This is an optimization exercise on Yosys and OpenROAD, whose aim is small area, a short achievable clock period and few clock cycles, not a production implementation. Function was checked by simulation only, so behaviour that the tests miss may differ from the original.

== the reference run ==
Design shake256_top, start of the top module:
module shake256_top
(
  input                     clk_i,
  input                     rst_ni,
  input                     start_i,
  input   [63:0]            din_i,
  input                     din_valid_i,
  input                     last_din_i,
  input   [3:0]             last_din_byte_i,
  input                     dout_ready_i,
  output                    din_ready_o,
  output  [63:0]            dout_o,
  output                    dout_valid_o
);
Size: roughly 1700 flip-flops, about 140 I/O pins, roughly 110000 um2 of cells after synthesis.
Settings: LEC_CHECK=0, CAP_MARGIN=35, CORE_MARGIN=2, CORE_UTILIZATION=50, CTS_CLUSTER_DIAMETER=100, CTS_CLUSTER_SIZE=20, SETUP_SLACK_MARGIN=1.9, SLEW_MARGIN=40, SYNTH_HIERARCHICAL=1; clock period 5.0 ns.
run.sh (not shown) runs the stock make flow with config.mk's settings and CLKGATE_MAP_FILE= SYNTH_SCRIPT=/design/flow/synth_recipe.tcl, a recipe that flattens the netlist after the stock synthesis.
Testbench counts of the reference run, summed over its fixed seeds: cycles 15,844.
#### Input delta (the trial run over the reference run)
Settings: removing CTS_CLUSTER_SIZE (formerly 20); changing CAP_MARGIN from 35 to 40; changing SETUP_SLACK_MARGIN from 1.9 to 1.5; removing CTS_CLUSTER_DIAMETER (formerly 100); changing SLEW_MARGIN from 40 to 50.
## What came out
[the trial run vs the reference run] sequential share of layout area: higher in the trial run
Compared with the reference run, in the trial run worst hold-check slack has remained practically unchanged; utilization after layout shows a reduction of 2.5 points.
The setup slack of the trial run is smaller than that of the reference run.
Compared with the reference run, in the trial run area of all placed cells without fillers now smaller; worst stage delay on the critical path now larger; wire length now smaller; area after detailed placement now larger.

========
Setup of north:
shake256_top again, from the RTL that the note above started with.
export LEC_CHECK = 0
export CAP_MARGIN = 40
export CORE_MARGIN = 2
export CORE_UTILIZATION = 50
export SETUP_SLACK_MARGIN = 1.0
export SLEW_MARGIN = 50
export SYNTH_HIERARCHICAL = 1
create_clock -name core_clock -period 5.0 [get_ports {clk_i}]
north completed; timing, DRC and antenna clean
Testbench counts of north, summed over its fixed seeds: cycles 15,844.
Edits applied to the flow inputs when going from north to south:
- swapping 1.0 for 1.7 in SETUP_SLACK_MARGIN
- swapping 40 for 35 in CAP_MARGIN
- swapping 50 for 40 in SLEW_MARGIN
==> run summary <==
Against north, south reports a clock period minus final worst setup slack that is lower. Total area of multi-input combinational cells came out higher on south than on north. Between south and north, it is south whose via count normalized by instance count is lower, by about 0.33%. Diff south and north: buffer count excluding the clock tree in the final layout higher in south. ~same total instance count after detailed placement in south and north.
Setup changes, south to east
- CAP_MARGIN: 35 -> 40
- CTS_CLUSTER_DIAMETER: unset -> 100
- SETUP_SLACK_MARGIN: 1.7 -> 1.9
- SLEW_MARGIN: 40 -> 50
- CTS_CLUSTER_SIZE: unset -> 20
## What came out
- Compared east vs south, and worst-margin pin slew is down in east.
- When east is measured against south, its clock buffer count in the final layout turns out 176 lower.
- Both conditions hold for east: the flow ran to the end and the final layout passed the timing, design-rule and antenna checks.
- Comparing south and east, register share of the cell area is lower on east.
- Delta (east minus south): overall routing resource usage ~0 delta; minimum clock period -0.30 ns; relative area change from synthesis to final layout +6.5 points; worst path setup slack after routing +0.30 ns.
The inputs of west differ from those of east as listed below.
- SETUP_SLACK_MARGIN now 2.1, was 1.9
Notes after the runs:
west: aborted in final report (6_report) (tool error)
The die extent in x of west and that of east are within noise of each other.
Via count of the first global-routing pass was higher in west than in east.
Where via count is concerned, east is better than west.
Compared to east, west has global-route wire length before repair 2.3% higher.
Looking at amount of wire on met2 after detailed routing, west sits 10000 µm higher than east does.
diff inputs: west => middle
- SETUP_SLACK_MARGIN: 2.1 -> 1.7
- CTS_CLUSTER_SIZE: 20 -> 25
Findings:
middle completed end to end with timing, DRC and antenna clean. On wire length: middle sits below west. The post-cts resize count number comes out higher for west vs middle. middle vs. west: total routing usage reported by global routing went down by 1.4 points. First-pass iteration count of the detailed router (lower): west.

what the ideal ports hide:
The flow's constraints put no driver on any port. The routed layouts listed below were extracted and timed again, unchanged, in two steps. Step 1: set_driving_cell puts a clkbuf_16 on clk_i and a buf_2 on each other input, an assumption about the parent block. Step 2 also shifts input and output timing later by t, the mid clock arrival at the registers, as if the neighbouring blocks saw the same clock. a / b / c = no drivers / after step 1 / after step 2; a / b = the first two.
run	t (ns)	setup WS [ns]	worst setup path at the end
the reference run	0.937	1.645 / 1.645 / 1.085	input to register
the trial run	0.989	1.270 / 1.270 / 0.577	input to register
north	0.994	1.070 / 1.070 / 0.452	input to register
south	0.976	1.409 / 1.409 / 0.718	input to register
east	0.950	1.712 / 1.712 / 0.869	input to register
middle	0.940	1.449 / 1.449 / 0.664	input to register
After both steps every run listed still meets setup and hold. For east, which loses most, drivers alone change the setup slack by 0.000 ns; drivers and shift together by -0.843 ns.
